Source: an optimization exercise on an open RTL-to-GDS flow (aim: small area, a short achievable clock period and few clock cycles per item). Production flows keep margins and buffers that such runs may drop. Only simulation tests tie the RTL to the original design; equivalence was not proved.

Setup of rev 12:
Design numberAnalyzer, start of the top module:
module numberAnalyzer(isEven, isFibonacci, isPalindrome, stuckStateEven, stuckStateFibonacci, stuckStatePalindrome, inp, reset, go_i, clk);
	output isEven;
	output isFibonacci;
	output isPalindrome;
	output[1:0] stuckStateEven;
	output[3:0] stuckStateFibonacci;
	output[3:0] stuckStatePalindrome;
	input[31:0] inp;
	input reset;
	input go_i;
	input clk;
	wire fib_w;
	wire [49:0] pal_w;
	isFibonacci ifn(fib_w, inp);
	palFront pf(pal_w, inp);
	reg done;
	reg fib_r;
	reg [49:0] pal_s;
	always @(posedge clk) begin
		done <= ~reset & ~done & go_i;
		fib_r <= fib_w;
		pal_s <= pal_w;
	end
	wire even_r, pal_r;
	isEvenNumber ien(even_r, pal_s[0]);
	palBack pb(pal_r, pal_s);
	assign isEven = done & even_r;
	assign isFibonacci = done & fib_r;
	assign isPalindrome = done & pal_r;
	assign stuckStateEven = {done, done & ~even_r};
	assign stuckStateFibonacci = {done & ~fib_r, {3{done & fib_r}}};
	assign stuckStatePalindrome = {done & pal_r, {2{done & ~pal_r}}, done & pal_r};
endmodule
For scale: roughly 1700 cells after synthesis, ~9900 sq um of cells after synthesis.
Settings: LEC_CHECK=0, CAP_MARGIN=20, CORE_MARGIN=2, CORE_UTILIZATION=60, PLACE_DENSITY=0.75, SLEW_MARGIN=20; clock period 130.0 ns.
standard.sh (not shown) runs the stock make flow with config.mk's settings and CLKGATE_MAP_FILE= SYNTH_SCRIPT=/design/flow/synth_recipe.tcl, a recipe that flattens the netlist after the stock synthesis.
==> flow/flow/run.sh <==
#!/bin/bash
# Own layout flow: the standard synthesis with an area-oriented ABC script
# (a copy of ORFS's scripts whose ABC script is flow/area.abc; every other
# synthesis step, and so every register and its name, is as standard), then the
# combinational logic is mapped once more with flow/remap.abc (flip-flops kept
# as they are: same instances, names and cells), then the standard layout
# from that netlist with 1x port buffers and a setup repair margin.  Each tool's
# output goes to a log of its own here.
set -euo pipefail
W=$PWD
F=$W/flow
P=${FLOW_PLATFORM:-sky130hd}
R=$W/orfs/results/$P/numberAnalyzer/base
LOGS=$W/orfs/logs/$P/numberAnalyzer/base
YOSYS=${YOSYS_EXE:-$FLOW_HOME/../tools/install/yosys/bin/yosys}
[[ -x $YOSYS ]] || YOSYS=yosys

# 1. standard synthesis, ABC script replaced
rm -rf $W/scripts_area
cp -r $FLOW_HOME/scripts $W/scripts_area
cp $F/area.abc $W/scripts_area/abc_speed.script
cp $F/area.abc $W/scripts_area/abc_area.script
bash standard.sh SCRIPTS_DIR=$W/scripts_area synth > $W/flow_synth.log 2>&1

# 2. re-map the combinational logic
cp $R/1_2_yosys.v $W/synth_1_2_yosys.v
printf 'set_driving_cell sky130_fd_sc_hd__buf_1\nset_load 5\n' > $W/remap.constr
export REMAP_IN=$W/synth_1_2_yosys.v
export REMAP_OUT=$W/remap_1_2_yosys.v
export REMAP_LIB=$FLOW_HOME/platforms/$P/lib/sky130_fd_sc_hd__tt_025C_1v80.lib
export REMAP_ABC=$F/remap.abc
export REMAP_CONSTR=$W/remap.constr
export REMAP_TOP=$FLOW_TOP
export REMAP_DONTUSE="$(grep -o -- '-dont_use [^ ]*' $LOGS/1_2_yosys.log | sed 's/-dont_use //' | sort -u | tr '\n' ' ')"
$YOSYS -c $F/remap.tcl > $W/flow_remap.log 2>&1
cp $REMAP_OUT $R/1_2_yosys.v
rm -f $R/1_synth.odb $R/1_synth.sdc

# 3. standard layout from the re-mapped netlist
bash standard.sh BUFFER_PORTS_ARGS="-buffer_cell sky130_fd_sc_hd__buf_1" SETUP_SLACK_MARGIN=90 > $W/flow_layout.log 2>&1
Other scripts of this flow, unchanged in this note and not shown: flow/flow/area.abc, flow/flow/remap.abc, flow/flow/remap.tcl
Testbench counts of rev 12, summed over its fixed seeds: cycles 4,800, items 2,400.
What rev 13 does differently from rev 12 at the input level:
Settings: CTS_CLUSTER_DIAMETER newly set to 200; CTS_BUF_LIST newly set to sky130_fd_sc_hd__clkbuf_8; CTS_CLUSTER_SIZE newly set to 50.
==> results.txt <==
The flow did not stop early for rev 13: all stages ran, and the layout cleared the timing, design-rule and antenna checks. Delta (rev 13 minus rev 12): routed wire length on met3 rose about 1.5%; design area fell about 0.54%. Compared with rev 12, rev 13 shows a time the worst path needs with I/O delays and setup that is 0.060 ns higher. Rev 13 vs rev 12 — area added between synthesis and finish dropped 0.57 points. In the flow results for rev 12 and rev 13, the final-layout worst hold slack is larger on rev 13. Taking rev 12 as the reference, in rev 13 data arrival time of the critical path now larger; worst path setup slack after routing now smaller. Compare rev 12 and rev 13 | number of logic stages on the critical path including buffering lower: rev 13.

separate check: timing with driven ports:
The flow's constraints put no driver on any port. The routed layouts listed below were extracted and timed again, unchanged, in two steps.
Step 1 (the two cells are an assumption about what drives the block):
set clk [get_ports {clk}]
set_driving_cell -lib_cell sky130_fd_sc_hd__clkbuf_16 $clk
set_driving_cell -lib_cell sky130_fd_sc_hd__buf_2 [delete_from_list [all_inputs] $clk]
Step 2, shift: input delay + t, output delay - t, t = (earliest + latest rising clock arrival at the registers) / 2. This alone moves slack from input paths to output paths.
Slacks: no drivers / after step 1 / after step 2; pairs: no drivers / after step 1.
| run | t, ns | setup slack, ns | worst setup path at the end | latest minus earliest clock arrival (ns) |
|---|---|---|---|---|
| rev 12 | 0.342 | 95.627 / 95.583 / 95.705 | input to register | 0.005 / 0.005 |
| rev 13 | 0.357 | 95.567 / 95.528 / 95.763 | input to register | 0.005 / 0.004 |
After both steps setup and hold are still met in every run listed.
